This design comes from an exercise in tuning for small area, a short achievable clock period and few clock cycles per item on the open sky130 flow, not from production work.
At most, simulation tests tie the RTL to the original design; equivalence was not proved.
Only the layout flow was run in runs 3 and 7; the RTL was not checked for function there.
No run shown here takes its clock network from TritonCTS; it comes from the design's own scripts or RTL.
The clock input has no modelled driver; a real chip could not lean on it and would need a root buffer or a full tree.
Power and IR drop assume default switching activity.

File: config.mk
export PLATFORM = sky130hd
export DESIGN_NAME = cpu
export DESIGN_NICKNAME = cpu
export VERILOG_FILES = /design/flow/design.v
export SDC_FILE = /design/flow/constraint.sdc
export NUM_CORES = 4
export LEC_CHECK = 0
export CAP_MARGIN = 20
export CORE_MARGIN = 2
export CORE_UTILIZATION = 40
export SLEW_MARGIN = 20
File: constraint.sdc
create_clock -name core_clock -period 8.0 [get_ports {clk}]
set_input_delay 1.6000 -clock core_clock [delete_from_list [all_inputs] [get_ports {clk}]]
set_output_delay 1.6000 -clock core_clock [all_outputs]
set_load 0.01 [all_outputs]
File: design.v
module cpu (
    input clk,
    input rst,
    input [15:0] sw,
    output [7:0] led
);
    reg [7:0] n;
    wire [6:0] k = n[7:1];
    wire [6:0] m_next = n[0] ? (k + {k[5:0], 1'b0} + 7'd2) : k;
    reg [6:0] m;
    reg inc1, inc2;
    reg [5:0] L;
    reg [5:0] res;
    wire [5:0] L_next;
    collatz_lut7 u_lut (.m(m), .L(L_next));
    always @(posedge clk) begin
        n <= sw[7:0];
        m <= m_next;
        inc1 <= n[0] & (n != 8'd85) & (n != 8'd227);
        L <= L_next;
        inc2 <= inc1;
        if (rst)
            res <= 6'd0;
        else if (res == 6'd0)
            res <= L + {5'd0, inc2};
    end
    assign led = {2'b00, res};
endmodule
module collatz_lut7 (
    input [6:0] m,
    output [5:0] L
);
    wire x0 = m[6];
    wire x1 = m[5];
    wire x2 = m[4];
    wire x3 = m[3];
    wire x4 = m[2];
    wire x5 = m[1];
    wire x6 = m[0];
    wire new_n100;
    wire new_n101;
    wire new_n102;
    wire new_n103;
    wire new_n104;
    wire new_n105;
    wire new_n106;
    wire new_n107;
    wire new_n108;
    wire new_n109;
    wire new_n110;
    wire new_n111;
    wire new_n112;
    wire new_n113;
    wire new_n114;
    wire new_n115;
    wire new_n116;
    wire new_n117;
    wire new_n118;
    wire new_n119;
    wire new_n121;
    wire new_n122;
    wire new_n123;
    wire new_n124;
    wire new_n125;
    wire new_n126;
    wire new_n128;
    wire new_n129;
    wire new_n130;
    wire new_n131;
    wire new_n132;
    wire new_n133;
    wire new_n134;
    wire new_n135;
    wire new_n136;
    wire new_n137;
    wire new_n138;
    wire new_n139;
    wire new_n14;
    wire new_n140;
    wire new_n141;
    wire new_n142;
    wire new_n143;
    wire new_n144;
    wire new_n145;
    wire new_n146;
    wire new_n147;
    wire new_n148;
    wire new_n149;
    wire new_n15;
    wire new_n150;
    wire new_n151;
    wire new_n152;
    wire new_n153;
    wire new_n154;
    wire new_n155;
    wire new_n156;
    wire new_n157;
    wire new_n158;
    wire new_n159;
    wire new_n16;
    wire new_n160;
    wire new_n161;
    wire new_n162;
    wire new_n163;
    wire new_n164;
    wire new_n165;
    wire new_n166;
    wire new_n167;
    wire new_n168;
    wire new_n169;
    wire new_n17;
    wire new_n170;
    wire new_n171;
    wire new_n172;
    wire new_n173;
    wire new_n174;
    wire new_n175;
    wire new_n177;
    wire new_n178;
    wire new_n179;
    wire new_n18;
    wire new_n180;
    wire new_n181;
    wire new_n182;
    wire new_n183;
    wire new_n184;
    wire new_n185;
    wire new_n186;
    wire new_n187;
    wire new_n188;
    wire new_n189;
    wire new_n19;
    wire new_n190;
    wire new_n192;
    wire new_n193;
    wire new_n194;
    wire new_n195;
    wire new_n196;
    wire new_n197;
    wire new_n198;
    wire new_n199;
    wire new_n20;
    wire new_n200;
    wire new_n201;
    wire new_n21;
    wire new_n22;
    wire new_n23;
    wire new_n24;
    wire new_n25;
    wire new_n26;
    wire new_n27;
    wire new_n28;
    wire new_n29;
    wire new_n30;
    wire new_n31;
    wire new_n32;
    wire new_n33;
    wire new_n34;
    wire new_n35;
    wire new_n36;
    wire new_n37;
    wire new_n38;
    wire new_n39;
    wire new_n40;
    wire new_n41;
    wire new_n42;
    wire new_n43;
    wire new_n44;
    wire new_n45;
    wire new_n47;
    wire new_n48;
    wire new_n49;
    wire new_n50;
    wire new_n51;
    wire new_n52;
    wire new_n53;
    wire new_n54;
    wire new_n55;
    wire new_n56;
    wire new_n57;
    wire new_n58;
    wire new_n59;
    wire new_n60;
    wire new_n61;
    wire new_n62;
    wire new_n63;
    wire new_n64;
    wire new_n65;
    wire new_n66;
    wire new_n67;
    wire new_n68;
    wire new_n69;
    wire new_n70;
    wire new_n71;
    wire new_n72;
    wire new_n73;
    wire new_n74;
    wire new_n75;
    wire new_n76;
    wire new_n77;
    wire new_n78;
    wire new_n79;
    wire new_n80;
    wire new_n81;
    wire new_n82;
    wire new_n83;
    wire new_n84;
    wire new_n85;
    wire new_n86;
    wire new_n87;
    wire new_n88;
    wire new_n89;
    wire new_n90;
    wire new_n91;
    wire new_n92;
    wire new_n93;
    wire new_n94;
    wire new_n95;
    wire new_n96;
    wire new_n97;
    wire new_n98;
    wire new_n99;
    wire z0;
    wire z1;
    wire z2;
    wire z3;
    wire z4;
    wire z5;
    assign new_n14 = (x1 & x3);
    assign new_n15 = (~x0 & x5);
    assign new_n16 = (~x0 & ~x4);
    assign new_n17 = (~new_n15 & ~new_n16);
    assign new_n18 = (x6 & ~new_n17);
    assign new_n19 = (x0 & ~x6);
    assign new_n20 = (x4 & new_n19);
    assign new_n21 = (~new_n18 & ~new_n20);
    assign new_n22 = (new_n14 & ~new_n21);
    assign new_n23 = (~x3 & x5);
    assign new_n24 = (x0 & new_n23);
    assign new_n25 = (~new_n22 & ~new_n24);
    assign new_n26 = (x2 & ~x6);
    assign new_n27 = (~x3 & x6);
    assign new_n28 = (~new_n26 & ~new_n27);
    assign new_n29 = (x1 & ~x4);
    assign new_n30 = (~new_n15 & ~new_n29);
    assign new_n31 = (x2 & ~new_n30);
    assign new_n32 = (new_n28 & new_n31);
    assign new_n33 = (~x0 & ~x1);
    assign new_n34 = (x4 & x5);
    assign new_n35 = (new_n26 & new_n34);
    assign new_n36 = (~new_n33 & new_n35);
    assign new_n37 = (~new_n32 & ~new_n36);
    assign new_n38 = (new_n25 & new_n37);
    assign new_n39 = (~x2 & x6);
    assign new_n40 = (x1 & x4);
    assign new_n41 = (new_n39 & new_n40);
    assign new_n42 = (~x4 & new_n26);
    assign new_n43 = (x5 & ~new_n42);
    assign new_n44 = (~new_n41 & new_n43);
    assign new_n45 = (~new_n25 & new_n44);
    assign z0 = (~new_n38 & ~new_n45);
    assign new_n47 = (~x2 & x5);
    assign new_n48 = (~x4 & new_n47);
    assign new_n49 = (x6 & new_n48);
    assign new_n50 = (x5 & new_n39);
    assign new_n51 = (x4 & ~new_n26);
    assign new_n52 = (~new_n50 & new_n51);
    assign new_n53 = (~new_n49 & ~new_n52);
    assign new_n54 = (new_n40 & new_n53);
    assign new_n55 = (~x1 & ~new_n53);
    assign new_n56 = (~x2 & ~x6);
    assign new_n57 = (~x4 & new_n56);
    assign new_n58 = (x2 & x6);
    assign new_n59 = (x0 & new_n58);
    assign new_n60 = (~x6 & new_n16);
    assign new_n61 = (~new_n59 & ~new_n60);
    assign new_n62 = (~new_n57 & new_n61);
    assign new_n63 = (~x4 & ~new_n23);
    assign new_n64 = (~new_n62 & new_n63);
    assign new_n65 = (~new_n55 & ~new_n64);
    assign new_n66 = (~new_n54 & new_n65);
    assign new_n67 = (x0 & ~new_n34);
    assign new_n68 = (~x1 & ~new_n39);
    assign new_n69 = (new_n14 & ~new_n56);
    assign new_n70 = (~new_n58 & new_n69);
    assign new_n71 = (~new_n68 & ~new_n70);
    assign new_n72 = (~x1 & x3);
    assign new_n73 = (x2 & new_n72);
    assign new_n74 = (~x4 & new_n73);
    assign new_n75 = (~new_n71 & ~new_n74);
    assign new_n76 = (~new_n67 & ~new_n75);
    assign new_n77 = (~x4 & x6);
    assign new_n78 = (x0 & new_n77);
    assign new_n79 = (~x3 & ~x5);
    assign new_n80 = (x4 & x6);
    assign new_n81 = (~x0 & ~x2);
    assign new_n82 = (new_n80 & ~new_n81);
    assign new_n83 = (x1 & ~new_n82);
    assign new_n84 = (new_n79 & ~new_n83);
    assign new_n85 = (new_n29 & new_n58);
    assign new_n86 = (x3 & new_n85);
    assign new_n87 = (~new_n84 & ~new_n86);
    assign new_n88 = (~new_n78 & ~new_n87);
    assign new_n89 = (~new_n64 & ~new_n88);
    assign new_n90 = (~x2 & x4);
    assign new_n91 = (x0 & ~x1);
    assign new_n92 = (~new_n47 & ~new_n91);
    assign new_n93 = (~new_n90 & new_n92);
    assign new_n94 = (new_n89 & new_n93);
    assign new_n95 = (~new_n62 & new_n75);
    assign new_n96 = (~new_n89 & new_n95);
    assign new_n97 = (~x1 & x2);
    assign new_n98 = (~x3 & new_n97);
    assign new_n99 = (new_n58 & ~new_n98);
    assign new_n100 = (~x1 & new_n19);
    assign new_n101 = (~x4 & ~new_n100);
    assign new_n102 = (~new_n99 & new_n101);
    assign new_n103 = (~new_n58 & new_n91);
    assign new_n104 = (~x5 & ~new_n103);
    assign new_n105 = (x3 & ~new_n104);
    assign new_n106 = (~new_n102 & new_n105);
    assign new_n107 = (~new_n96 & ~new_n106);
    assign new_n108 = (~new_n94 & new_n107);
    assign new_n109 = (~new_n76 & ~new_n108);
    assign new_n110 = (x2 & ~new_n14);
    assign new_n111 = (~x5 & ~new_n27);
    assign new_n112 = (new_n29 & ~new_n111);
    assign new_n113 = (~new_n110 & ~new_n112);
    assign new_n114 = (x0 & z0);
    assign new_n115 = (~new_n113 & ~new_n114);
    assign new_n116 = (x0 & new_n113);
    assign new_n117 = (~new_n66 & ~new_n79);
    assign new_n118 = (~new_n116 & ~new_n117);
    assign new_n119 = (~new_n115 & new_n118);
    assign z2 = (~new_n109 & ~new_n119);
    assign new_n121 = (~new_n66 & z2);
    assign new_n122 = (~x3 & new_n49);
    assign new_n123 = (new_n16 & new_n56);
    assign new_n124 = (~new_n122 & ~new_n123);
    assign new_n125 = (~new_n88 & new_n124);
    assign new_n126 = (~z0 & new_n125);
    assign z1 = (~new_n121 & new_n126);
    assign new_n128 = (~x2 & new_n14);
    assign new_n129 = (~new_n73 & ~new_n128);
    assign new_n130 = (~new_n77 & ~new_n129);
    assign new_n131 = (x1 & new_n26);
    assign new_n132 = (new_n23 & new_n131);
    assign new_n133 = (~new_n130 & ~new_n132);
    assign new_n134 = (~x0 & ~new_n133);
    assign new_n135 = (~x2 & x3);
    assign new_n136 = (~new_n98 & ~new_n135);
    assign new_n137 = (~x5 & x6);
    assign new_n138 = (new_n90 & ~new_n137);
    assign new_n139 = (~new_n97 & ~new_n137);
    assign new_n140 = (new_n16 & ~new_n139);
    assign new_n141 = (~new_n138 & ~new_n140);
    assign new_n142 = (~x3 & ~new_n141);
    assign new_n143 = (~new_n39 & new_n63);
    assign new_n144 = (~new_n26 & ~new_n143);
    assign new_n145 = (~new_n122 & new_n144);
    assign new_n146 = (x0 & ~new_n145);
    assign new_n147 = (~new_n57 & ~new_n135);
    assign new_n148 = (new_n15 & ~new_n147);
    assign new_n149 = (~x2 & ~x5);
    assign new_n150 = (~new_n24 & ~new_n149);
    assign new_n151 = (x4 & ~new_n150);
    assign new_n152 = (~x1 & ~new_n151);
    assign new_n153 = (~new_n148 & new_n152);
    assign new_n154 = (~new_n146 & new_n153);
    assign new_n155 = (~x3 & new_n154);
    assign new_n156 = (~x5 & ~new_n26);
    assign new_n157 = (~new_n23 & new_n68);
    assign new_n158 = (~new_n156 & new_n157);
    assign new_n159 = (x0 & ~new_n158);
    assign new_n160 = (~new_n155 & new_n159);
    assign new_n161 = (~new_n142 & ~new_n160);
    assign new_n162 = (x1 & ~new_n25);
    assign new_n163 = (x2 & new_n80);
    assign new_n164 = (~new_n162 & new_n163);
    assign new_n165 = (~x3 & ~new_n58);
    assign new_n166 = (new_n162 & new_n165);
    assign new_n167 = (new_n28 & new_n40);
    assign new_n168 = (~new_n166 & ~new_n167);
    assign new_n169 = (~new_n164 & new_n168);
    assign new_n170 = (~new_n161 & new_n169);
    assign new_n171 = (new_n34 & new_n128);
    assign new_n172 = (new_n48 & new_n72);
    assign new_n173 = (~new_n85 & ~new_n172);
    assign new_n174 = (~new_n171 & new_n173);
    assign new_n175 = (~new_n134 & new_n174);
    assign z5 = ~((~new_n170 & new_n175));
    assign new_n177 = (~new_n136 & ~z5);
    assign new_n178 = (~new_n131 & ~new_n137);
    assign new_n179 = (x4 & ~new_n178);
    assign new_n180 = (~new_n28 & ~new_n165);
    assign new_n181 = (x0 & x1);
    assign new_n182 = (~new_n33 & ~new_n137);
    assign new_n183 = (~new_n181 & new_n182);
    assign new_n184 = (~new_n180 & new_n183);
    assign new_n185 = (~new_n179 & ~new_n184);
    assign new_n186 = (~new_n177 & ~new_n185);
    assign new_n187 = (~new_n24 & ~new_n81);
    assign new_n188 = (~x3 & ~new_n187);
    assign new_n189 = (new_n102 & ~new_n188);
    assign new_n190 = (~new_n186 & ~new_n189);
    assign z3 = (~new_n134 & ~new_n190);
    assign new_n192 = (~new_n134 & new_n154);
    assign new_n193 = (~new_n134 & ~new_n187);
    assign new_n194 = (~new_n35 & ~new_n52);
    assign new_n195 = (~new_n21 & ~new_n194);
    assign new_n196 = (~x3 & new_n78);
    assign new_n197 = (~new_n34 & new_n59);
    assign new_n198 = (x1 & ~new_n197);
    assign new_n199 = (~new_n196 & new_n198);
    assign new_n200 = (~new_n195 & new_n199);
    assign new_n201 = (~new_n193 & new_n200);
    assign z4 = (~new_n192 & ~new_n201);
    assign L[5] = z0;
    assign L[4] = z1;
    assign L[3] = z2;
    assign L[2] = z3;
    assign L[1] = z4;
    assign L[0] = z5;
endmodule
File: flow/run.sh
#!/bin/bash
# The standard layout (standard.sh), with these changes:
# - synthesis: ABC maps the logic with this flow's abc.script instead of the
#   ORFS script, and Yosys's adder extraction is skipped so ABC sees all the
#   logic. Registers, flattening and renaming are those of the standard
#   synthesis (synth_recipe.tcl with abc_override.tcl inserted).
# - flow/env.sh may set further ORFS variables (timing-repair target, port
#   buffer cell).
set -euo pipefail
here=$(pwd)
{ head -n 1 synth_recipe.tcl; cat flow/abc_override.tcl; tail -n +2 synth_recipe.tcl; } > my_synth.tcl
export MY_ABC_SCRIPT=$here/flow/abc.script
if [[ -f flow/abc_fast.script ]]; then export MY_ABC_FAST=$here/flow/abc_fast.script; fi
if [[ -f flow/env.sh ]]; then source flow/env.sh; fi
sed -e "s#SYNTH_SCRIPT=[^ ]*#SYNTH_SCRIPT=$here/my_synth.tcl ADDER_MAP_FILE=#" standard.sh > my_standard.sh
bash my_standard.sh > flow.log 2>&1
File: flow/abc.script
strash
dch -f
map
topo
File: flow/abc_override.tcl
# Run ABC with this flow's own script in place of the ORFS one (the rest of
# the standard synthesis is unchanged).
proc abc {args} {
  set i [lsearch -exact $args -script]
  if {$i >= 0} { set args [lreplace $args $i [expr {$i + 1}] -script $::env(MY_ABC_SCRIPT)] }
  yosys abc {*}$args
}
File: flow/env.sh
export SETUP_SLACK_MARGIN=5.75
export BUFFER_PORTS_ARGS="-buffer_cell sky130_fd_sc_hd__buf_1"
export PRE_CTS_TCL=$here/flow/one_buf.tcl
File: flow/one_buf.tcl
# Clock tree of one buffer: the clock port drives a single clkbuf_16 placed at
# the centre of the registers, which drives every register's clock pin.
# Replaces clock_tree_synthesis for this small design (cts.tcl's repair and
# legalisation still run after it).
proc clock_tree_synthesis {args} {
  set block [ord::get_db_block]
  set clk_port [lindex [get_ports clk] 0]
  set net [$block findNet clk]
  set xs 0; set ys 0; set n 0
  foreach it [$net getITerms] {
    set inst [$it getInst]
    set box [$inst getBBox]
    set xs [expr {$xs + ([$box xMin] + [$box xMax]) / 2}]
    set ys [expr {$ys + ([$box yMin] + [$box yMax]) / 2}]
    incr n
  }
  set dbu [$block getDbUnitsPerMicron]
  set x [expr {double($xs) / $n / $dbu}]
  set y [expr {double($ys) / $n / $dbu}]
  puts "one_buf: $n clock sinks, buffer at $x $y"
  insert_buffer -buffer_cell sky130_fd_sc_hd__clkbuf_16 -net clk -location [list $x $y] -buffer_name clkbuf_root -net_name clknet_root
  set_propagated_clock [all_clocks]
}
File: standard.sh
#!/bin/bash
# synth_recipe.tcl (not shown) runs the flow's synth.tcl, then flattens the netlist and writes it again
# the make line also repeats each setting of config.mk as NAME=value (left out here)
make -C /OpenROAD-flow-scripts/flow DESIGN_CONFIG=/design/flow/config.mk WORK_HOME=/design/flow/orfs CLKGATE_MAP_FILE= SYNTH_SCRIPT=/design/flow/synth_recipe.tcl "${@:-finish}"
==> results of run 1 <==
==> final timing paths <==
| kind | endpoint | from | slack (ps) |
|---|---|---|---|
| max | led[1] | res[1]$_SDFFE_PP0N_ | 5780 |
| min reg2reg | inc2$_DFF_P_ | inc1$_DFF_P_ | 340 |
| min | inc2$_DFF_P_ | inc1$_DFF_P_ | 340 |
| max reg2reg | L[1]$_DFF_P_ | m[5]$_DFF_P_ | 5880 |
==> flip-flops by register name (all words and copies together), names as in the netlist <==
| name | count |
|---|---|
| m | 7 |
| n | 8 |
| inc2 | 1 |
| res | 6 |
| inc1 | 1 |
| L | 6 |
==> cell families after synthesis <==
group | share of synthesized area [%]
other cells | 0.221
flops | 34.1
buf+inv | 7.51
compound gates | 23.6
xor+xnor | 3.61
simple gates | 30.9
==> worst register-to-register path: cells and delay by family (launching register included) <==
kind	cells	cell delay (ps)
AOI/OAI and AO/OA	1	320
DFF	1	580
buffers and inverters	1	390
and+or+nand+nor	4	720
==> synthesized netlist by cell type (2+ instances only) <==
| master | number | share of area [%] |
|---|---|---|
| clkinv_1 | 30 | 6.6 |
| nor3_1 | 3 | 0.88 |
| nor4_1 | 2 | 0.74 |
| a21oi_1 | 19 | 5.6 |
| nor2_1 | 41 | 9.1 |
| a31oi_1 | 5 | 1.8 |
| o21ai_0 | 21 | 6.2 |
| o22ai_1 | 4 | 1.5 |
| nand2_1 | 56 | 12 |
| xor2_1 | 4 | 2.1 |
| o211ai_1 | 6 | 2.6 |
| buf_4 | 2 | 0.88 |
| dfxtp_1 | 29 | 34 |
| nand3_1 | 15 | 4.4 |
| o31ai_1 | 4 | 1.8 |
| xnor2_1 | 3 | 1.5 |
| nand4_1 | 2 | 0.74 |
==> cell type report, clock buffers not listed <==
type / instances / area, sq um / share of cell area, %
Multi-Input combinational cell: 201 / 1000 / 52.0
Sequential cell: 29 / 593 / 30.8
Timing Repair Buffer: 20 / 126 / 6.56
Inverter: 30 / 118 / 6.11
Tap cell: 50 / 62.6 / 3.25
==> per-stage QoR <==
stage	hold slack [ps]	std cells	area (sq um)	utilization, %	power, uW
after floorplan	310	262	1700	-	317
after global placement	313	325	1810	44.6	358
after detailed placement	312	325	1810	44.6	357
after CTS	338	330	1880	46.3	431
after global routing	344	331	1930	47.5	482
final	337	331	1930	47.5	444
==> what timing repair did <==
action,in CTS,in global routing
hold buffers,0,0
resized for setup,12,10
buffers inserted,4,1
endpoints found under the setup margin,9,8
==> power groups by stage <==
stage / sequential [uW] / clock [uW] / combinational, uW
finish: 203 / 57.1 / 184
global route: 207 / 65.0 / 210
CTS: 199 / 61.3 / 171
detailed placement: 203 / 0 / 154
global placement: 203 / 0 / 155
floorplan: 202 / 0 / 115
==> routing by layer <==
metal	share of wire, %	vias up	global-route usage, %
met4	5.1	0	6.54
met5	0	-	0
met2	46	99	28.1
met1	41	804	22.7
li1	-	936	-
met3	7.7	22	1.31
==> reports/metrics.yaml, run 1 <==
fin_crit_sh_pct: 27.7
ir_worst_vdd_mv: 0.110
fin_nets: 301
avgSynthCellArea_sq_um: 6.51
grt_util_all_layers_pct: 16.9
drt_iter0_markers: 130
cp_top_family: "flip-flops"
final_common_cell: "nand2_1"
fmax_mhz: 451
cp.arrival_ps: 620
ant_nets: 0
reg2reg_depth: 6
p_int_uw: 279
start_util_pct: 41.9
insertedDiodeCount: 0
clkLatencyLatePin_ps: 160
grt_setup_unrepaired: "yes"
status: "complete, no violations"
p_leak_uw: 0.000764
dp_slack_ps: 5620
fin_crit_ps: 2220
cp_num_cells: 1
ys_warn_count: 1
synth_ff_type: "dfxtp_1"
die_w_um: 69.2
route.detailed.drc: 0
drive_above_1_share_pct: 10.3
wire_per_inst_um: 12.6
holdPathStages: 0
layout_common_cells: "nand2_1 (56), nor2_1 (41), clkinv_1 (28), dfxtp_1 (21), o21ai_0 (21)"
hold_path_class: "reg2reg"
synth-edff-count: 0
areaGrowthSynthToFinish_pct: 13.2
std_cell_rows: 23
power_switching_uw: 165
chipHeight_um: 69.2
top_level_ports: 26
overflow: 0
slew_viol_final: 0
vias: 1861
cp-end-kind: "primary output"
async_flop_share_pct: 0
yosysSeqAreaShare_pct: 34.1
slowest_stage: "dfxtp_2"
finalHoldViolations: 0
syn_area_sq_um: 1700
netlist_instances: 261
grt_pass1_wl_um: 7090
combPwrFrac_pct: 41.5
fill_cells: 421
skew_ps: 4.47
portBuffers: 15
cp_max_fo: 2
wl_um: 4170
ys_types: 32
cap_violations: 0
worstMarginPinSlew_ps: 531
sequentialPowerShare_pct: 45.7
first_pass_iters: 4
crit_type: "reg2out"
tns_ps: 0
path_clk_slew_ps: 100
grt_max_degree: 30
worstPathBufferInverterCount: 1
critPathMaxStageDelay_ps: 340
cp_cell_sequence: "buf_6"
antenna_found_initial: 0
via_per_inst: 5.62
clock_power_share_pct: 12.9
dp_hpwl_um: 3070
fin_ws_ps: 5780
switching_share_pct: 37.1
cp-start-kind: "flip-flop"
grt_pass1_vias: 1648
setup_viol: 0
synth-seq-cells: 29
dieArea_sq_um: 4790
powerDensity_nw_per_um2: 230
crit_required_ps: 6400
gp_congestion: 0.926
core_sq_um: 4060
relSlewSlack_pct: 64.6
Testbench counts, summed over its fixed seeds: cycles 10,080, jobs 2,016.
==> run 2: changes to the inputs <==
==> flow/env.sh (replaced) <==
export SETUP_SLACK_MARGIN=5.7
export BUFFER_PORTS_ARGS="-buffer_cell sky130_fd_sc_hd__buf_1"
export PRE_CTS_TCL=$here/flow/one_buf.tcl
==> reports/metrics.yaml, run 2 <==
cap_violations: 0  # unchanged
antenna_found_initial: 0  # unchanged
cp.arrival_ps: 650  # was 620 ps
synth_ff_type: "dfxtp_1"  # unchanged
chipHeight_um: 69.2  # unchanged
holdCritStartpoint: "inc1$_DFF_P_"  # unchanged
layout_common_cells: "nand2_1 (56), nor2_1 (41), clkinv_1 (28), dfxtp_1 (24), o21ai_0 (21)"  # was nand2_1 (56), nor2_1 (41), clkinv_1 (28), dfxtp_1 (21), o21ai_0 (21)
avgSynthCellArea_sq_um: 6.51  # unchanged
netlist.area_leader.share_pct: 34.1  # unchanged
grt_pass1_vias: 1618  # was 1648
first_pass_iters: 4  # unchanged
largestRegisters: "n x8, m x7"  # unchanged
total_power_uw: 420  # was 444 uW
slew_viol_final: 0  # unchanged
postLayoutCellArea_sq_um: 1860  # was 1930 sq um
worstMarginPinSlew_ps: 514  # was 531 ps
top_register: "n"  # unchanged
cp-start-kind: "flip-flop"  # unchanged
ys_types: 32  # unchanged
grt_util_all_layers_pct: 16.6  # was 16.9%
ir_worst_vdd_mv: 0.107  # was 0.110 mV
via_per_inst: 5.64  # was 5.62
cp-end-kind: "primary output"  # unchanged
multi_input_comb_area_sq_um: 1000  # unchanged
route.detailed.drc: 0  # unchanged
cp_top_family: "flip-flops"  # unchanged
relSlewSlack_pct: 65.6  # was 64.6%
syn_area_sq_um: 1700  # unchanged
grt_setup_unrepaired: "no"  # was yes
core_sq_um: 4060  # unchanged
crit_required_ps: 6400  # about the same
ant_nets: 0  # unchanged
fin_nets: 296  # was 301
slowest_stage: "dfxtp_2"  # unchanged
status: "complete, no violations"  # unchanged
ys_top_cells_by_area: "dfxtp_1 (34%), nand2_1 (12%), nor2_1 (9.1%), clkinv_1 (6.6%), o21ai_0 (6.2%)"  # unchanged
vias: 1840  # was 1861
powerDensity_nw_per_um2: 226  # was 230 nW/um^2
grt_max_degree: 30  # unchanged
netlist_instances: 261  # unchanged
hold_path_class: "reg2reg"  # unchanged
largest_register_ffs: 8  # unchanged
overflow: 0  # unchanged
fmax_mhz: 444  # was 451 MHz
start_util_pct: 41.9  # unchanged
synth_mux_area_share_pct: 0  # unchanged
wl_met2_um: 1860  # was 1920 um
cp_cell_sequence: "clkbuf_2"  # was buf_6
insertedDiodeCount: 0  # unchanged
skew_ps: 4.66  # was 4.47 ps
yosys.area.top_type: "dfxtp_1"  # unchanged
areaGrowthSynthToFinish_pct: 9.20  # was 13.2%
crit_type: "reg2out"  # unchanged
synth-edff-count: 0  # unchanged
async_flop_share_pct: 0  # unchanged
reg2reg_depth: 8  # was 6
fill_cells: 424  # was 421
synth-seq-cells: 29  # unchanged
synth-xor-area-share_pct: 3.61  # unchanged
std_cell_rows: 23  # unchanged
holdBufCountCts: 0  # unchanged
r2r_slack_ps: 5840  # was 5880 ps
synth-simple-area-share_pct: 30.9  # unchanged
synth_top_family_by_area: "simple AND/OR/NAND/NOR gates"  # unchanged
synth.top_cells.by_count: "nand2_1 (56), nor2_1 (41), clkinv_1 (30)"  # unchanged
critPathMaxStageDelay_ps: 360  # was 340 ps
synth-compound-area-share_pct: 23.6  # unchanged
path_clk_slew_ps: 100  # about the same
r2r-start: "m[2]$_DFF_P_"  # was m[5]$_DFF_P_
place_area_sq_um: 1810  # unchanged
cp_max_fo: 3  # was 2
clkLatencyLatePin_ps: 160  # about the same
p_leak_uw: 0.000731  # was 0.000764 uW
top_layer: "met4"  # unchanged
holdPathEnd: "inc2$_DFF_P_"  # unchanged
timing.rr.end: "L[3]$_DFF_P_"  # was L[1]$_DFF_P_
setup_viol: 0  # unchanged
top_level_ports: 26  # unchanged
drive_above_1_share_pct: 7.61  # was 10.3%
worstPathBufferInverterCount: 1  # unchanged
die_w_um: 69.2  # unchanged
yosysMostFrequentCell: "nand2_1"  # unchanged
finalHoldViolations: 0  # unchanged
grt_pass1_wl_um: 6980  # was 7090 um
ys_warn_count: 1  # unchanged
portBuffers: 15  # unchanged
wl_met3_um: 304  # was 322 um
dp_hpwl_um: 3070  # unchanged
holdPathStages: 0  # unchanged
synth_fa_ha_area_share_pct: 0  # unchanged
yosysSeqAreaShare_pct: 34.1  # unchanged
tns_ps: 0  # unchanged
wire_per_inst_um: 12.4  # was 12.6 um
dieArea_sq_um: 4790  # unchanged
final_common_cell: "nand2_1"  # unchanged
met1_length_um: 1710  # was 1720 um
seq_area_sq_um: 587  # was 593 sq um
drt_iter0_markers: 118  # was 130
fin_crit_ps: 2250  # was 2220 ps
wl_um: 4040  # was 4170 um
fin_crit_sh_pct: 28.1  # was 27.7%
gp_congestion: 0.926  # unchanged
## run 2: cell counts after synthesis
No cell type changed its count.
## run 2: logic make-up after synthesis
group / count (synthesis)
simple gates: 125
compound gates: 67
buf+inv: 32
flops: 29
xor+xnor: 7
other cells: 1
## run 2: report_power, final
group | total, uW | switching, uW | internal, uW
Clock | 57.6 | 34.4 | 23.1
Sequential | 202 | 28.0 | 174
Combinational | 160 | 97.0 | 62.6
## run 2: area by class of cell, clock buffers not listed
type | count | area share, %
flip-flops and latches | 29 | 31.6
inverters | 30 | 6.33
repair buffers | 15 | 3.44
well taps | 50 | 3.37
multi-input cells | 201 | 53.9
## run 2: how the worst max path moves through the flow
stage,slack [ps],cells past startpoint,startpoint,endpoint
after detailed placement,5620,8,m[2]$_DFF_P_,L[3]$_DFF_P_
after global placement,5590,8,m[2]$_DFF_P_,L[3]$_DFF_P_
after global routing,5690,8,m[2]$_DFF_P_,L[3]$_DFF_P_
final,5750,1,res[2]$_SDFFE_PP0N_,led[2]
after CTS,5720,1,res[1]$_SDFFE_PP0N_,led[1]
after floorplan,6030,0,res[3]$_SDFFE_PP0N_,led[3]
## run 2: repair_timing
item                                    in CTS  in global routing
buffers inserted                             0                  0
gates resized for setup                      6                  8
endpoints found under the setup margin       6                  9
## run 2: per-layer routing
metal / GRT usage, % / vias up
met1: 22.5 / 795
li1: - / 929
met5: 0 / -
met4: 6.54 / 0
met3: 1.31 / 18
met2: 27.6 / 98
## run 2: through the flow
| stage | worst slack, ps | hold WS (ps) | instances | util (%) |
|---|---|---|---|---|
| floorplan | 6030 | 310 | 262 | - |
| global placement | 5590 | 313 | 325 | 44.6 |
| detailed placement | 5620 | 312 | 325 | 44.6 |
| CTS | 5720 | 338 | 326 | 45.4 |
| global route | 5690 | 344 | 326 | 45.8 |
| finish | 5750 | 338 | 326 | 45.8 |
==> run 3: changes to the inputs <==
--- a/design.v
+++ b/design.v
@@ -13,2 +13,3 @@
     reg [5:0] res;
+    reg rst_d;
     wire [5:0] L_next;
@@ -21,5 +22,6 @@
         inc2 <= inc1;
+        rst_d <= rst;
         if (rst)
             res <= 6'd0;
-        else if (res == 6'd0)
+        else if (rst_d)
             res <= L + {5'd0, inc2};
==> reports/metrics.yaml, run 3 <==
status: "complete, no violations"  # unchanged
vias: 1756  # was 1840
overflow: 0  # unchanged
grt_setup_unrepaired: "no"  # unchanged
p_int_uw: 242  # was 260 uW
cp.arrival_ps: 2350  # was 650 ps
ys_top_cells_by_area: "dfxtp_1 (35%), nand2_1 (13%), nor2_1 (7.4%), o21ai_0 (7.3%), clkinv_1 (5.3%)"  # was dfxtp_1 (34%), nand2_1 (12%), nor2_1 (9.1%), clkinv_1 (6.6%), o21ai_0 (6.2%)
start_util_pct: 42.3  # was 41.9%
wire_per_inst_um: 12.3  # was 12.4 um
final_cells: 319  # was 326
synth-seq-cells: 30  # was 29
synth-edff-count: 0  # unchanged
top_level_ports: 26  # unchanged
crit_required_ps: 8090  # was 6400 ps
ir_worst_vdd_mv: 0.116  # was 0.107 mV
antenna_found_initial: 0  # unchanged
critPathMaxStageDelay_ps: 540  # was 360 ps
first_pass_iters: 4  # unchanged
netlist.area_leader.share_pct: 35.0  # was 34.1%
fin_crit_ps: 2260  # was 2250 ps
place_inst: 318  # was 325
p_leak_uw: 0.000717  # was 0.000731 uW
tns_ps: 0  # unchanged
slew_viol_final: 0  # unchanged
timing.rr.end: "L[4]$_DFF_P_"  # was L[3]$_DFF_P_
relSlewSlack_pct: 66.3  # was 65.6%
holdBufCountCts: 0  # unchanged
cp_cell_sequence: "clkinv_1 -> o31ai_1 -> a21oi_1 -> nand2_1 -> o21ai_1 -> o21ai_0 -> nand2_1 -> a31oi_1"  # was clkbuf_2
reg2reg_depth: 8  # unchanged
yosys.area.top_type: "dfxtp_1"  # unchanged
power_switching_uw: 131  # was 159 uW
clock_power_share_pct: 15.4  # was 13.7%
ant_nets: 0  # unchanged
drive_above_1_share_pct: 4.09  # was 7.61%
dieArea_sq_um: 4830  # was 4790 sq um
cp-end-kind: "flip-flop"  # was primary output
r2r_slack_ps: 5750  # was 5840 ps
ys_types: 32  # unchanged
post_cts_buffers: 0  # unchanged
fin_crit_sh_pct: 28.2  # was 28.1%
grt_util_all_layers_pct: 16.3  # was 16.6%
grt_max_degree: 31  # was 30
route.detailed.drc: 0  # unchanged
cp-start-kind: "flip-flop"  # unchanged
synth_ff_type: "dfxtp_1"  # unchanged
final_common_cell: "nand2_1"  # unchanged
r2r-start: "m[2]$_DFF_P_"  # unchanged
yosysMostFrequentCell: "nand2_1"  # unchanged
sequentialPowerShare_pct: 52.5  # was 48.2%
postLayoutCellArea_sq_um: 1860  # about the same
gp_congestion: 0.908  # was 0.926
crit_type: "reg2reg"  # was reg2out
fmax_mhz: 443  # was 444 MHz
largestRegisters: "n x8, m x7"  # unchanged
netlist_instances: 254  # was 261
cp_max_fo: 16  # was 3
via_per_inst: 5.50  # was 5.64
dp_hpwl_um: 3010  # was 3070 um
skew_ps: 2.47  # was 4.66 ps
layout_common_cells: "nand2_1 (58), nor2_1 (34), dfxtp_1 (28), o21ai_0 (24), clkinv_1 (23)"  # was nand2_1 (56), nor2_1 (41), clkinv_1 (28), dfxtp_1 (24), o21ai_0 (21)
setup_viol: 0  # unchanged
die_w_um: 69.5  # was 69.2 um
portBuffers: 15  # unchanged
drt_iter0_markers: 125  # was 118
synth.top_cells.by_count: "nand2_1 (58), nor2_1 (34), dfxtp_1 (30)"  # was nand2_1 (56), nor2_1 (41), clkinv_1 (30)
top_register: "n"  # unchanged
switching_share_pct: 35.1  # was 38.0%
fin_ws_ps: 5750  # about the same
dp_slack_ps: 5520  # was 5620 ps
async_flop_share_pct: 0  # unchanged
place_area_sq_um: 1820  # was 1810 sq um
path_clk_slew_ps: 100  # about the same
wl_um: 3910  # was 4040 um
std_cell_rows: 23  # unchanged
cap_violations: 0  # unchanged
chipHeight_um: 69.5  # was 69.2 um
grt_pass1_wl_um: 6860  # was 6980 um
combPwrFrac_pct: 32.1  # was 38.0%
areaGrowthSynthToFinish_pct: 8.17  # was 9.20%
ys_warn_count: 1  # unchanged
finalHoldViolations: 0  # unchanged
avgSynthCellArea_sq_um: 6.75  # was 6.51 sq um
largest_register_ffs: 8  # unchanged
powerDensity_nw_per_um2: 201  # was 226 nW/um^2
yosysSeqAreaShare_pct: 35.0  # was 34.1%
core_sq_um: 4060  # unchanged
hold_path_class: "reg2reg"  # unchanged
insertedDiodeCount: 0  # unchanged
total_power_uw: 373  # was 420 uW
worstMarginPinSlew_ps: 505  # was 514 ps
slowest_stage: "dfxtp_2"  # unchanged
crit_top_cell: "nand2_1"
cp-startpoint: "m[2]$_DFF_P_"  # was res[2]$_SDFFE_PP0N_
fin_nets: 289  # was 296
syn_area_sq_um: 1720  # was 1700 sq um
grt_pass1_vias: 1536  # was 1618
crit_path_end: "L[4]$_DFF_P_"  # was led[2]
clkLatencyLatePin_ps: 160  # about the same
## run 3: metal layers
metal  GRT usage [%]  up-vias  part of all wire (%)
met5               0        -                     0
met4            2.18        0                   1.4
met3           0.872        6                   8.0
met2            27.5       75                    45
met1            23.7      774                    45
li1                -      901                     -
## run 3: cell families after synthesis
logic type,after synthesis,share of synthesized area [%]
AND/OR/NAND/NOR,115,27.8
flip-flops,30,35.0
buffers and inverters,26,6.13
other,1,0.219
AO/OA/AOI/OAI,69,24.2
XOR/XNOR,13,6.64
## run 3: power by group through the flow
stage                     logic [uW]  clock network, uW  registers, uW
after CTS                        118               61.4            195
final                            120               57.5            196
after global placement           117                  0            199
after floorplan                 90.5                  0            195
after global routing             136               67.0            199
after detailed placement         117                  0            198
## run 3: layout make-up, clock buffers not listed
class,instances,area (sq um)
multi-input cells,199,1010
fillers,442,2200
well taps,50,62.6
flip-flops and latches,30,603
repair buffers,15,60.1
inverters,24,91.3
## run 3: worst min-delay path by stage
stage	from	to	slack (ps)	cells after the start
after detailed placement	inc1$_DFF_P_	inc2$_DFF_P_	320	0
after global placement	inc1$_DFF_P_	inc2$_DFF_P_	310	0
after floorplan	inc1$_DFF_P_	inc2$_DFF_P_	310	0
after CTS	inc1$_DFF_P_	inc2$_DFF_P_	350	0
after global routing	inc1$_DFF_P_	inc2$_DFF_P_	370	0
final	inc1$_DFF_P_	inc2$_DFF_P_	340	0
## run 3: repair_timing
action                                  4_1_cts  5_1_grt
gates resized for setup                       2        5
pin swaps                                     0        0
endpoints found under the hold margin         0        0
endpoints found under the setup margin        3        5
## run 3: through the flow
| stage | hold WS, ps | utilization, % |
|---|---|---|
| after CTS | 346 | 45.6 |
| after detailed placement | 319 | 44.9 |
| after global placement | 311 | 44.9 |
| final | 340 | 45.7 |
| after floorplan | 310 | - |
| after global routing | 367 | 45.7 |
## run 3: critical path: cells and delay by family (launching register included)
| family | cells | cell delay (ps) |
|---|---|---|
| buffers and inverters | 1 | 320 |
| AO/OA/AOI/OAI | 5 | 1140 |
| AND/OR/NAND/NOR | 2 | 190 |
| flip-flops | 1 | 540 |
==> run 4: changes to the inputs <==
--- a/design.v
+++ b/design.v
@@ -13,3 +13,2 @@
     reg [5:0] res;
-    reg rst_d;
     wire [5:0] L_next;
@@ -22,6 +21,5 @@
         inc2 <= inc1;
-        rst_d <= rst;
         if (rst)
             res <= 6'd0;
-        else if (rst_d)
+        else if (res == 6'd0)
             res <= L + {5'd0, inc2};
==> flow/env.sh (replaced) <==
export SETUP_SLACK_MARGIN=5.7
export PRE_GLOBAL_PLACE_TCL=$here/flow/ports.tcl
export PRE_CTS_TCL=$here/flow/one_buf.tcl
==> flow/ports.tcl (new file) <==
# Port buffers: buf_1 on the inputs (they feed registers directly and arrive
# with time to spare), buf_2 on the outputs (the register-to-output path is
# the design's critical path).
rename buffer_ports my_orig_buffer_ports
proc buffer_ports {args} {
  my_orig_buffer_ports -inputs -buffer_cell sky130_fd_sc_hd__buf_1
  my_orig_buffer_ports -outputs -buffer_cell sky130_fd_sc_hd__buf_2
}
==> reports/metrics.yaml, run 4 <==
cp-start-kind: "flip-flop"  # unchanged
grt_pass1_wl_um: 6830  # was 6860 um
yosys.area.top_type: "dfxtp_1"  # unchanged
place_inst: 325  # was 318
chipHeight_um: 69.2  # was 69.5 um
crit_type: "reg2out"  # was reg2reg
syn_area_sq_um: 1700  # was 1720 sq um
cp-startpoint: "res[2]$_SDFFE_PP0N_"  # was m[2]$_DFF_P_
drt_iter0_markers: 129  # was 125
holdBufCountCts: 0  # unchanged
wire_per_inst_um: 12.5  # was 12.3 um
first_pass_iters: 4  # unchanged
grt_max_degree: 30  # was 31
p_leak_uw: 0.000733  # was 0.000717 uW
final_cells: 326  # was 319
fmax_mhz: 444  # was 443 MHz
largestRegisters: "n x8, m x7"  # unchanged
powerDensity_nw_per_um2: 227  # was 201 nW/um^2
synth-seq-cells: 29  # was 30
cp_top_family: "flip-flops"  # was compound AO/OA/AOI/OAI gates
die_w_um: 69.2  # was 69.5 um
yosysMostFrequentCell: "nand2_1"  # unchanged
grt_pass1_vias: 1592  # was 1536
netlist.area_leader.share_pct: 34.1  # was 35.0%
fin_crit_sh_pct: 28.2  # about the same
fill_cells: 429  # was 442
cap_violations: 0  # unchanged
gp_congestion: 0.967  # was 0.908
hold_path_class: "reg2reg"  # unchanged
grt_util_all_layers_pct: 16.3  # about the same
largest_register_ffs: 8  # unchanged
drive_above_1_share_pct: 7.61  # was 4.09%
portBuffers: 15  # unchanged
fin_nets: 296  # was 289
tns_ps: 0  # unchanged
insertedDiodeCount: 0  # unchanged
clock_power_share_pct: 13.7  # was 15.4%
finalHoldViolations: 0  # unchanged
cp_max_fo: 3  # was 16
path_clk_slew_ps: 100  # about the same
dieArea_sq_um: 4790  # was 4830 sq um
setup_viol: 0  # unchanged
netlist_instances: 261  # was 254
start_util_pct: 41.9  # was 42.3%
ir_worst_vdd_mv: 0.112  # was 0.116 mV
final_common_cell: "nand2_1"  # unchanged
holdPathStages: 0  # unchanged
slowest_stage: "dfxtp_2"  # unchanged
holdCritStartpoint: "inc1$_DFF_P_"  # unchanged
status: "complete, no violations"  # unchanged
layout_common_cells: "nand2_1 (56), nor2_1 (41), clkinv_1 (28), dfxtp_1 (24), o21ai_0 (21)"  # was nand2_1 (58), nor2_1 (34), dfxtp_1 (28), o21ai_0 (24), clkinv_1 (23)
power_switching_uw: 161  # was 131 uW
cp.arrival_ps: 650  # was 2350 ps
dp_hpwl_um: 3110  # was 3010 um
cp_num_cells: 1  # was 8
reg2reg_depth: 8  # unchanged
skew_ps: 4.71  # was 2.47 ps
std_cell_rows: 23  # unchanged
cp_cell_sequence: "buf_2"  # was clkinv_1 -> o31ai_1 -> a21oi_1 -> nand2_1 -> o21ai_1 -> o21ai_0 -> nand2_1 -> a31oi_1
overflow: 0  # unchanged
top_level_ports: 26  # unchanged
ys_warn_count: 1  # unchanged
synth.top_cells.by_count: "nand2_1 (56), nor2_1 (41), clkinv_1 (30)"  # was nand2_1 (58), nor2_1 (34), dfxtp_1 (30)
fin_crit_ps: 2250  # was 2260 ps
synth-edff-count: 0  # unchanged
top_register: "n"  # unchanged
worstPathBufferInverterCount: 1  # unchanged
ys_top_cells_by_area: "dfxtp_1 (34%), nand2_1 (12%), nor2_1 (9.1%), clkinv_1 (6.6%), o21ai_0 (6.2%)"  # was dfxtp_1 (35%), nand2_1 (13%), nor2_1 (7.4%), o21ai_0 (7.3%), clkinv_1 (5.3%)
sequentialPowerShare_pct: 48.1  # was 52.5%
vias: 1822  # was 1756
combPwrFrac_pct: 38.2  # was 32.1%
areaGrowthSynthToFinish_pct: 9.20  # was 8.17%
crit_required_ps: 6400  # was 8090 ps
route.detailed.drc: 0  # unchanged
async_flop_share_pct: 0  # unchanged
ys_types: 32  # unchanged
antenna_found_initial: 0  # unchanged
slew_viol_final: 0  # unchanged
grt_setup_unrepaired: "yes"  # was no
cp-end-kind: "primary output"  # was flip-flop
wl_um: 4080  # was 3910 um
critPathMaxStageDelay_ps: 360  # was 540 ps
switching_share_pct: 38.2  # was 35.1%
synth_ff_type: "dfxtp_1"  # unchanged
via_per_inst: 5.59  # was 5.50
avgSynthCellArea_sq_um: 6.51  # was 6.75 sq um
p_int_uw: 260  # was 242 uW
core_sq_um: 4060  # unchanged
yosysSeqAreaShare_pct: 34.1  # was 35.0%
ant_nets: 0  # unchanged
r2r-start: "m[2]$_DFF_P_"  # unchanged
clkLatencyLatePin_ps: 160  # about the same
run 4: worst paths after layout:
path / endpoint / slack [ps]
setup reg to reg: L[3]$_DFF_P_ / 5780
hold reg to reg: inc2$_DFF_P_ / 340
hold / removal: inc2$_DFF_P_ / 340
setup / recovery: led[2] / 5750
run 4: area by class of cell, clock buffers not listed:
class,count,area (sq um),area share [%]
multi-input combinational,201,1000,53.9
sequential,29,587,31.6
inverter,30,118,6.33
tap,50,62.6,3.37
timing repair buffer,15,63.8,3.44
run 4: power groups by stage:
stage	clock network [uW]	registers [uW]	logic, uW
final	57.8	202	161
after global placement	0	203	159
after detailed placement	0	203	158
after CTS	61.5	200	159
after global routing	64.2	207	183
after floorplan	0	202	115
run 4: layer usage:
| layer | track usage, % | up-vias | part of all wire, % |
|---|---|---|---|
| met5 | 0 | - | 0 |
| met4 | 3.49 | 0 | 0.69 |
| met3 | 1.31 | 4 | 7.7 |
| met2 | 28.3 | 84 | 47 |
| met1 | 22.2 | 814 | 44 |
| li1 | - | 920 | - |
run 4: logic make-up after synthesis:
logic type / Yosys count / synth area share [%]
AO/OA/AOI/OAI: 67 / 23.6
buffers and inverters: 32 / 7.51
XOR/XNOR: 7 / 3.61
other: 1 / 0.221
flip-flops: 29 / 34.1
AND/OR/NAND/NOR: 125 / 30.9
run 4: what timing repair did:
item / in CTS / in global routing
endpoints found under the setup margin: 2 / 7
gates cloned: 0 / 0
setup buffers: 0 / 0
resized for setup: 2 / 6
hold endpoints to repair: 0 / 0
run 4: metrics by stage:
stage                     cell area, sq um  setup slack (ps)  utilization (%)  total power [uW]  hold slack [ps]
final                                 1860              5750             45.8               421              337
after global routing                  1860              5650             45.8               453              344
after CTS                             1840              5700             45.4               420              341
after detailed placement              1820              5590             44.7               361              315
after global placement                1820              5550             44.7               362              311
after floorplan                       1700              6030                -               317              310
Testbench counts of run 4, summed over its fixed seeds: cycles 10,080, jobs 2,016.
==> run 5: changes to the inputs <==
--- a/config.mk
+++ b/config.mk
@@ -9,3 +9,4 @@
 export CORE_MARGIN = 2
-export CORE_UTILIZATION = 40
+export CORE_UTILIZATION = 65
+export PLACE_DENSITY = 0.8
 export SLEW_MARGIN = 20
==> reports/metrics.yaml, run 5 <==
syn_area_sq_um: 1700  # unchanged
overflow: 0  # unchanged
cap_violations: 0  # unchanged
drive_above_1_share_pct: 7.25  # was 7.61%
critPathMaxStageDelay_ps: 360  # about the same
hold_path_class: "reg2reg"  # unchanged
wire_per_inst_um: 12.8  # was 12.5 um
cp_max_fo: 3  # unchanged
slowest_stage: "dfxtp_2"  # unchanged
gp_congestion: 0.977  # was 0.967
holdPathStages: 0  # unchanged
cp_num_cells: 1  # unchanged
synth_ff_type: "dfxtp_1"  # unchanged
antenna_found_initial: 0  # unchanged
yosysSeqAreaShare_pct: 34.1  # unchanged
ant_nets: 0  # unchanged
cp.arrival_ps: 650  # about the same
skew_ps: 6.08  # was 4.71 ps
postLayoutCellArea_sq_um: 1830  # was 1860 sq um
fin_crit_sh_pct: 28.1  # was 28.2%
start_util_pct: 68.6  # was 41.9%
ys_types: 32  # unchanged
async_flop_share_pct: 0  # unchanged
grt_pass1_vias: 1538  # was 1592
reg2reg_depth: 8  # unchanged
yosysMostFrequentCell: "nand2_1"  # unchanged
std_cell_rows: 18  # was 23
top_register: "n"  # unchanged
avgSynthCellArea_sq_um: 6.51  # unchanged
crit_type: "reg2out"  # unchanged
vias: 1825  # was 1822
areaGrowthSynthToFinish_pct: 7.43  # was 9.20%
largestRegisters: "n x8, m x7"  # unchanged
worstPathBufferInverterCount: 1  # unchanged
crit_required_ps: 6400  # about the same
final_common_cell: "nand2_1"  # unchanged
via_per_inst: 5.96  # was 5.59
place_area_sq_um: 1790  # was 1820 sq um
grt_util_all_layers_pct: 27.6  # was 16.3%
fin_nets: 296  # unchanged
fmax_mhz: 445  # was 444 MHz
netlist_instances: 261  # unchanged
fin_crit_ps: 2250  # about the same
p_leak_uw: 0.000731  # was 0.000733 uW
synth-seq-cells: 29  # unchanged
route.detailed.drc: 0  # unchanged
drt_iter0_markers: 114  # was 129
portBuffers: 15  # unchanged
finalHoldViolations: 0  # unchanged
yosys.area.top_type: "dfxtp_1"  # unchanged
cp-end-kind: "primary output"  # unchanged
first_pass_iters: 5  # was 4
post_cts_buffers: 0  # unchanged
cp_top_family: "flip-flops"  # unchanged
insertedDiodeCount: 0  # unchanged
grt_max_degree: 30  # unchanged
wl_um: 3930  # was 4080 um
fill_cells: 212  # was 429
dp_hpwl_um: 2990  # was 3110 um
top_level_ports: 26  # unchanged
cp_cell_sequence: "buf_2"  # unchanged
powerDensity_nw_per_um2: 229  # was 227 nW/um^2
dieArea_sq_um: 3040  # was 4790 sq um
ys_top_cells_by_area: "dfxtp_1 (34%), nand2_1 (12%), nor2_1 (9.1%), clkinv_1 (6.6%), o21ai_0 (6.2%)"  # unchanged
slew_viol_final: 0  # unchanged
cp-start-kind: "flip-flop"  # unchanged
synth.top_cells.by_count: "nand2_1 (56), nor2_1 (41), clkinv_1 (30)"  # unchanged
layout_common_cells: "nand2_1 (56), nor2_1 (41), clkinv_1 (28), dfxtp_1 (24)"  # was nand2_1 (56), nor2_1 (41), clkinv_1 (28), dfxtp_1 (24), o21ai_0 (21)
core_sq_um: 2480  # was 4060 sq um
tns_ps: 0  # unchanged
synth-edff-count: 0  # unchanged
die_w_um: 55.1  # was 69.2 um
grt_pass1_wl_um: 6350  # was 6830 um
setup_viol: 0  # unchanged
grt_setup_unrepaired: "no"  # was yes
chipHeight_um: 55.1  # was 69.2 um
ys_warn_count: 1  # unchanged
ir_worst_vdd_mv: 0.221  # was 0.112 mV
netlist.area_leader.share_pct: 34.1  # unchanged
largest_register_ffs: 8  # unchanged
path_clk_slew_ps: 100  # about the same
status: "complete, no violations"  # unchanged
clkLatencyLatePin_ps: 160  # about the same
run 5: cell counts after synthesis:
No cell type changed its count.
run 5: metrics by stage:
stage                     setup WS (ps)  power, uW  util (%)  hold WS, ps  std cells
after floorplan                    6030        317         -          310        262
after global placement             5560        356      72.3          311        305
after detailed placement           5590        359      72.3          321        305
after CTS                          5720        416      73.4          346        306
after global routing               5710        451      73.7          352        306
final                              5750        419      73.7          343        306
run 5: final cells by class, clock buffers not listed:
class / instances / area [sq um] / area share, %
multi-input combinational: 201 / 996 / 54.5
sequential: 29 / 587 / 32.1
inverter: 30 / 118 / 6.44
timing repair buffer: 15 / 63.8 / 3.49
tap: 30 / 37.5 / 2.05
run 5: path summary, 6_finish.rpt:
check	from	end	slack [ps]
hold reg to reg	inc1$_DFF_P_	inc2$_DFF_P_	340
setup / recovery	res[3]$_SDFFE_PP0N_	led[3]	5750
hold / removal	inc1$_DFF_P_	inc2$_DFF_P_	340
setup reg to reg	m[6]$_DFF_P_	L[3]$_DFF_P_	5850
run 5: logic make-up (layout without fill, tap and decap cells):
group           after synthesis  in the layout  synth area share, %
compound gates               67             67                 23.6
xor+xnor                      7              7                 3.61
buf+inv                      32             46                 7.51
flops                        29             29                 34.1
other cells                   1              2                0.221
simple gates                125            125                 30.9
run 5: repair_timing:
action	4_1_cts	5_1_grt
hold buffers	0	0
endpoints found under the setup margin	3	7
hold endpoints to repair	0	0
gates resized for setup	2	7
run 5: routing by layer:
| layer | part of all wire [%] | up-vias | GRT usage [%] |
|---|---|---|---|
| li1 | - | 924 | - |
| met1 | 42 | 785 | 35.9 |
| met2 | 47 | 107 | 51.2 |
| met3 | 9.4 | 9 | 0.806 |
| met4 | 1.4 | 0 | 4.88 |
| met5 | 0 | - | 0 |
run 5: where the power goes:
group          switching, uW  internal (uW)  total [uW]
Sequential              27.7            174         202
Combinational           97.5           62.6         160
Clock                   33.3           23.1        56.4
Total                    159            260         419
run 5: worst reg2reg max path: cells and delay by family (launching register included):
family	cells	cell delay, ps
and+or+nand+nor	3	350
DFF	1	550
AOI/OAI and AO/OA	4	890
buffers and inverters	1	270
==> run 6: changes to the inputs <==
--- a/config.mk
+++ b/config.mk
@@ -10,3 +10,2 @@
 export CORE_UTILIZATION = 65
-export PLACE_DENSITY = 0.8
 export SLEW_MARGIN = 20
==> reports/metrics.yaml, run 6 <==
status: "complete, no violations"  # unchanged
skew_ps: 6.08  # unchanged
fin_ws_ps: 5750  # unchanged
setup_viol: 0  # unchanged
postLayoutCellArea_sq_um: 1830  # unchanged
yosys.area.top_type: "dfxtp_1"  # unchanged
r2r_slack_ps: 5850  # about the same
cp_num_cells: 1  # unchanged
fmax_mhz: 445  # unchanged
synth-seq-cells: 29  # unchanged
place_inst: 305  # unchanged
drt_iter0_markers: 114  # unchanged
yosysSeqAreaShare_pct: 34.1  # unchanged
syn_area_sq_um: 1700  # unchanged
top_register: "n"  # unchanged
synth.top_cells.by_count: "nand2_1 (56), nor2_1 (41), clkinv_1 (30)"  # unchanged
cp-end-kind: "primary output"  # unchanged
avgSynthCellArea_sq_um: 6.51  # unchanged
cp_max_fo: 3  # unchanged
antenna_found_initial: 0  # unchanged
cp-startpoint: "res[3]$_SDFFE_PP0N_"  # unchanged
first_pass_iters: 5  # unchanged
ys_top_cells_by_area: "dfxtp_1 (34%), nand2_1 (12%), nor2_1 (9.1%), clkinv_1 (6.6%), o21ai_0 (6.2%)"  # unchanged
start_util_pct: 68.6  # unchanged
netlist.area_leader.share_pct: 34.1  # unchanged
crit_path_end: "led[3]"  # unchanged
path_clk_slew_ps: 100  # about the same
finalHoldViolations: 0  # unchanged
grt_pass1_vias: 1538  # unchanged
layout_common_cells: "nand2_1 (56), nor2_1 (41), clkinv_1 (28), dfxtp_1 (24)"  # unchanged
cp-start-kind: "flip-flop"  # unchanged
ant_nets: 0  # unchanged
post_cts_buffers: 0  # unchanged
largestRegisters: "n x8, m x7"  # unchanged
synth-edff-count: 0  # unchanged
timing.rr.end: "L[3]$_DFF_P_"  # unchanged
wl_um: 3930  # unchanged
grt_util_all_layers_pct: 27.6  # unchanged
grt_max_degree: 30  # unchanged
die_w_um: 55.1  # unchanged
async_flop_share_pct: 0  # unchanged
crit_type: "reg2out"  # unchanged
critPathMaxStageDelay_ps: 360  # about the same
tns_ps: 0  # unchanged
slowest_stage: "dfxtp_2"  # unchanged
r2r-start: "m[6]$_DFF_P_"  # unchanged
drive_above_1_share_pct: 7.25  # unchanged
ys_types: 32  # unchanged
grt_pass1_wl_um: 6350  # unchanged
dieArea_sq_um: 3040  # unchanged
reg2reg_depth: 8  # unchanged
route.detailed.drc: 0  # unchanged
insertedDiodeCount: 0  # unchanged
yosysMostFrequentCell: "nand2_1"  # unchanged
std_cell_rows: 18  # unchanged
crit_required_ps: 6400  # about the same
top_level_ports: 26  # unchanged
vias: 1825  # unchanged
fin_nets: 296  # unchanged
fin_crit_ps: 2250  # unchanged
clkLatencyLatePin_ps: 160  # about the same
hold_path_class: "reg2reg"  # unchanged
cp_top_family: "flip-flops"  # unchanged
via_per_inst: 5.96  # unchanged
final_util_pct: 73.7  # unchanged
worstPathBufferInverterCount: 1  # unchanged
ir_worst_vdd_mv: 0.221  # unchanged
cp.arrival_ps: 650  # about the same
areaGrowthSynthToFinish_pct: 7.43  # unchanged
final_cells: 306  # unchanged
fin_crit_sh_pct: 28.1  # unchanged
largest_register_ffs: 8  # unchanged
final_common_cell: "nand2_1"  # unchanged
netlist_instances: 261  # unchanged
wire_per_inst_um: 12.8  # unchanged
grt_setup_unrepaired: "no"  # unchanged
chipHeight_um: 55.1  # unchanged
ys_warn_count: 1  # unchanged
slew_viol_final: 0  # unchanged
synth_ff_type: "dfxtp_1"  # unchanged
overflow: 0  # unchanged
powerDensity_nw_per_um2: 229  # unchanged
portBuffers: 15  # unchanged
place_area_sq_um: 1790  # unchanged
dp_slack_ps: 5590  # unchanged
p_leak_uw: 0.000731  # unchanged
dp_hpwl_um: 2990  # unchanged
gp_congestion: 0.977  # unchanged
cap_violations: 0  # unchanged
cp_cell_sequence: "buf_2"  # unchanged
core_sq_um: 2480  # unchanged
-- run 6: per-stage QoR --
stage | hold slack [ps] | power, uW
floorplan | 310 | 317
global placement | 311 | 356
detailed placement | 321 | 359
CTS | 346 | 416
global route | 352 | 451
finish | 343 | 419
-- run 6: final cells by class, clock buffers not listed --
class | instances | area [sq um]
flip-flops and latches | 29 | 587
fillers | 212 | 651
well taps | 30 | 37.5
multi-input cells | 201 | 996
inverters | 30 | 118
repair buffers | 15 | 63.8
-- run 6: routing by layer --
metal  routed length [um]  global-route usage (%)  up-vias
met2                 1850                    51.2      107
met4                   54                    4.88        0
met1                 1650                    35.9      785
li1                     -                       -      924
met3                  370                   0.806        9
met5                    0                       0        -
-- run 6: worst min-delay path by stage --
stage,start,end,depth (start not counted)
finish,inc1$_DFF_P_,inc2$_DFF_P_,0
CTS,inc1$_DFF_P_,inc2$_DFF_P_,0
detailed placement,inc1$_DFF_P_,inc2$_DFF_P_,0
global placement,inc1$_DFF_P_,inc2$_DFF_P_,0
floorplan,inc1$_DFF_P_,inc2$_DFF_P_,0
global route,inc1$_DFF_P_,inc2$_DFF_P_,0
-- run 6: kinds of logic after synthesis --
group	Yosys count	synth area share (%)
AND/OR/NAND/NOR	125	30.9
flip-flops	29	34.1
AO/OA/AOI/OAI	67	23.6
buffers and inverters	32	7.51
other	1	0.221
XOR/XNOR	7	3.61
-- run 6: repair_timing --
| item | CTS | global route |
|---|---|---|
| hold buffers | 0 | 0 |
| pin swaps | 0 | 0 |
| gates resized for setup | 2 | 7 |
| endpoints found under the setup margin | 3 | 7 |
-- run 6: power by group --
part / switching [uW] / leakage [uW] / internal [uW]
Sequential: 27.7 / 0.000245 / 174
Clock: 33.3 / 0.0000123 / 23.1
Combinational: 97.5 / 0.000474 / 62.6
==> run 7: changes to the inputs <==
--- a/design.v
+++ b/design.v
@@ -10,4 +10,3 @@
     reg [6:0] m;
-    reg inc1, inc2;
-    reg [5:0] L;
+    reg inc1;
     reg [5:0] res;
@@ -19,4 +18,2 @@
         inc1 <= n[0] & (n != 8'd85) & (n != 8'd227);
-        L <= L_next;
-        inc2 <= inc1;
         if (rst)
@@ -24,3 +21,3 @@
         else if (res == 6'd0)
-            res <= L + {5'd0, inc2};
+            res <= L_next + {5'd0, inc1};
     end
--- a/flow/run.sh
+++ b/flow/run.sh
@@ -6,4 +6,4 @@
 #   synthesis (synth_recipe.tcl with abc_override.tcl inserted).
-# - flow/env.sh may set further ORFS variables (timing-repair target, port
-#   buffer cell).
+# - flow/env.sh sets further ORFS variables: the timing-repair target, and
+#   hooks for port buffers (ports.tcl) and the clock buffer (one_buf.tcl).
 set -euo pipefail
==> flow/env.sh (replaced) <==
export SETUP_SLACK_MARGIN=5.55
export PRE_GLOBAL_PLACE_TCL=$here/flow/ports.tcl
export PRE_CTS_TCL=$here/flow/one_buf.tcl
==> reports/metrics.yaml, run 7 <==
status: "complete, no violations"  # unchanged
grt_util_all_layers_pct: 31.1  # was 27.6%
ys_top_cells_by_area: "dfxtp_1 (28%), nand2_1 (13%), nor2_1 (8.2%), clkinv_1 (7.4%), nand3_1 (7.4%)"  # was dfxtp_1 (34%), nand2_1 (12%), nor2_1 (9.1%), clkinv_1 (6.6%), o21ai_0 (6.2%)
chipHeight_um: 53.0  # was 55.1 um
crit_top_cell: "nand2_1"
reg2reg_depth: 11  # was 8
fin_nets: 292  # was 296
skew_ps: 1.40  # was 6.08 ps
fin_crit_sh_pct: 29.3  # was 28.1%
ys_warn_count: 1  # unchanged
critPathMaxStageDelay_ps: 450  # was 360 ps
antenna_found_initial: 0  # unchanged
path_clk_slew_ps: 90  # was 100 ps
final_util_pct: 80.2  # was 73.7%
largestRegisters: "n x8, m x7, res x6"  # was n x8, m x7
gp_congestion: 1.04  # was 0.977
fin_crit_ps: 2340  # was 2250 ps
first_pass_iters: 4  # was 5
r2r_slack_ps: 5660  # was 5850 ps
overflow: 0  # unchanged
portBuffers: 15  # unchanged
wl_um: 4260  # was 3930 um
die_w_um: 53.0  # was 55.1 um
largest_register_ffs: 8  # unchanged
sequentialPowerShare_pct: 39.4  # was 48.3%
yosysMostFrequentCell: "nand2_1"  # unchanged
clkLatencyLatePin_ps: 150  # was 160 ps
cp-startpoint: "m[2]$_DFF_P_"  # was res[3]$_SDFFE_PP0N_
relSlewSlack_pct: 60.3
synth-seq-cells: 22  # was 29
yosys.area.top_type: "dfxtp_1"  # unchanged
cp_max_fo: 12  # was 3
slew_viol_final: 0  # unchanged
insertedDiodeCount: 0  # unchanged
ant_nets: 0  # unchanged
worstMarginPinSlew_ps: 590
fmax_mhz: 427  # was 445 MHz
grt_max_degree: 23  # was 30
combPwrFrac_pct: 47.7  # was 38.3%
top_level_ports: 26  # unchanged
crit_type: "reg2reg"  # was reg2out
cp_top_family: "compound AO/OA/AOI/OAI gates"  # was flip-flops
final_common_cell: "nand2_1"  # unchanged
ys_types: 32  # unchanged
worstPathBufferInverterCount: 1  # unchanged
synth-edff-count: 0  # unchanged
grt_pass1_vias: 1718  # was 1538
drt_iter0_markers: 112  # was 114
synth_ff_type: "dfxtp_1"  # unchanged
crit_required_ps: 8090  # was 6400 ps
clock_power_share_pct: 12.9  # was 13.5%
std_cell_rows: 17  # was 18
ir_worst_vdd_mv: 0.199  # was 0.221 mV
power_switching_uw: 166  # was 159 uW
via_per_inst: 6.35  # was 5.96
synth.top_cells.by_count: "nand2_1 (55), nor2_1 (34), clkinv_1 (31)"  # was nand2_1 (56), nor2_1 (41), clkinv_1 (30)
core_sq_um: 2230  # was 2480 sq um
cap_violations: 0  # unchanged
setup_viol: 0  # unchanged
layout_common_cells: "nand2_1 (55), nor2_1 (29), clkinv_1 (24), nand3_1 (23)"  # was nand2_1 (56), nor2_1 (41), clkinv_1 (28), dfxtp_1 (24)
netlist.area_leader.share_pct: 28.2  # was 34.1%
hold_path_class: "reg2reg"  # unchanged
grt_pass1_wl_um: 6780  # was 6350 um
grt_setup_unrepaired: "no"  # unchanged
netlist_instances: 254  # was 261
p_leak_uw: 0.000711  # was 0.000731 uW
dieArea_sq_um: 2810  # was 3040 sq um
async_flop_share_pct: 0  # unchanged
dp_hpwl_um: 3130  # was 2990 um
r2r-start: "m[2]$_DFF_P_"  # was m[6]$_DFF_P_
tns_ps: 0  # unchanged
top_register: "n"  # unchanged
yosysSeqAreaShare_pct: 28.2  # was 34.1%
route.detailed.drc: 0  # unchanged
start_util_pct: 70.0  # was 68.6%
vias: 1905  # was 1825
finalHoldViolations: 0  # unchanged
cp-start-kind: "flip-flop"  # unchanged
avgSynthCellArea_sq_um: 6.15  # was 6.51 sq um
holdPathStages: 0  # unchanged
cp.arrival_ps: 2430  # was 650 ps
wire_per_inst_um: 14.2  # was 12.8 um
cp-end-kind: "flip-flop"  # was primary output
areaGrowthSynthToFinish_pct: 14.6  # was 7.43%
powerDensity_nw_per_um2: 218  # was 229 nW/um^2
slowest_stage: "dfxtp_4"  # was dfxtp_2
holdCritStartpoint: "n[1]$_DFF_P_"  # was inc1$_DFF_P_
switching_share_pct: 42.6  # was 37.9%
syn_area_sq_um: 1560  # was 1700 sq um
cp_cell_sequence: "clkinv_2 -> o211ai_1 -> a21oi_1 -> o221ai_2 -> nand2_1 -> o21bai_1 -> nand2_1 -> a31o_2 -> o22ai_2 -> nand2_1 -> a21oi_1"  # was buf_2
cp_num_cells: 11  # was 1
drive_above_1_share_pct: 14.3  # was 7.25%
p_int_uw: 223  # was 260 uW
## run 7: path summary, 6_finish.rpt
path | end
max | res[5]$_SDFFE_PP0N_
min | m[0]$_DFF_P_
max reg2reg | res[5]$_SDFFE_PP0N_
min reg2reg | m[0]$_DFF_P_
## run 7: logic make-up (layout without fill, tap and decap cells)
| logic type | after synthesis | in the layout | share of synthesized area [%] |
|---|---|---|---|
| compound gates | 68 | 68 | 26.5 |
| xor+xnor | 4 | 4 | 2.24 |
| buf+inv | 33 | 50 | 8.41 |
| flops | 22 | 22 | 28.2 |
| other cells | 1 | 2 | 0.240 |
| simple gates | 126 | 126 | 34.4 |
## run 7: area by class of cell, clock buffers not listed
type,instances,area (sq um)
multi-input combinational,200,1050
sequential,22,462
fill,175,443
inverter,31,131
timing repair buffer,18,86.3
tap,28,35.0
## run 7: power by group through the flow
stage	combinational [uW]	clock (uW)	sequential, uW
floorplan	120	0	154
global placement	164	0	152
detailed placement	167	0	152
CTS	173	50.3	152
global route	206	53.7	156
finish	186	50.1	154
## run 7: metal layers
| metal | share of wire [%] | GRT usage (%) |
|---|---|---|
| met5 | 0 | 0 |
| met4 | 4.2 | 10.3 |
| met1 | 39 | 36.6 |
| met3 | 9.0 | 3.39 |
| met2 | 47 | 57.9 |
## run 7: metrics by stage
step                worst slack (ps)  instances  power, uW  hold slack, ps  cell area, sq um
finish                          5660        300        389             380              1790
global route                    5550        300        415             386              1790
detailed placement              5060        296        319             376              1650
global placement                5110        296        315             380              1650
CTS                             5580        298        375             383              1720
floorplan                       5660        255        275             365              1570
## run 7: timing repair
item / CTS / global route
endpoints found under the setup margin: 6 / 6
pin swaps: 1 / 4
buffers inserted: 1 / 2
resized for setup: 17 / 17
hold buffers: 0 / 0

[port drivers added, routing unchanged]
No port has a modelled driver above. Below, the same layouts with a new extraction and two added sets of constraints. Step 1 sets driving cells, clkbuf_16 on the clock port and buf_2 on the other inputs (assumed; they add their load-dependent delay and slew). Step 2 times the ports against the registers' clock, not the clock port: input delays grow and output delays shrink by t, the midpoint of the rising clock arrivals with the driver on. Slacks: ideal ports / drivers / drivers and shift; pairs: ideal ports / drivers.
run	shift t [ns]	slack for setup (ns)	worst setup path at the end	cell pins on the clock port's net
run 1	0.190	5.782 / 5.753 / 5.877	register to register	1
run 2	0.191	5.749 / 5.720 / 5.845	register to register	1
run 3	0.190	5.745 / 5.721 / 5.745	register to register	1
run 4	0.192	5.748 / 5.719 / 5.782	register to register	1
run 5	0.185	5.752 / 5.725 / 5.846	register to register	1
run 6	0.185	5.752 / 5.725 / 5.846	register to register	1
run 7	0.175	5.658 / 5.658 / 5.658	register to register	1
After both steps setup and hold are still met in every run listed.
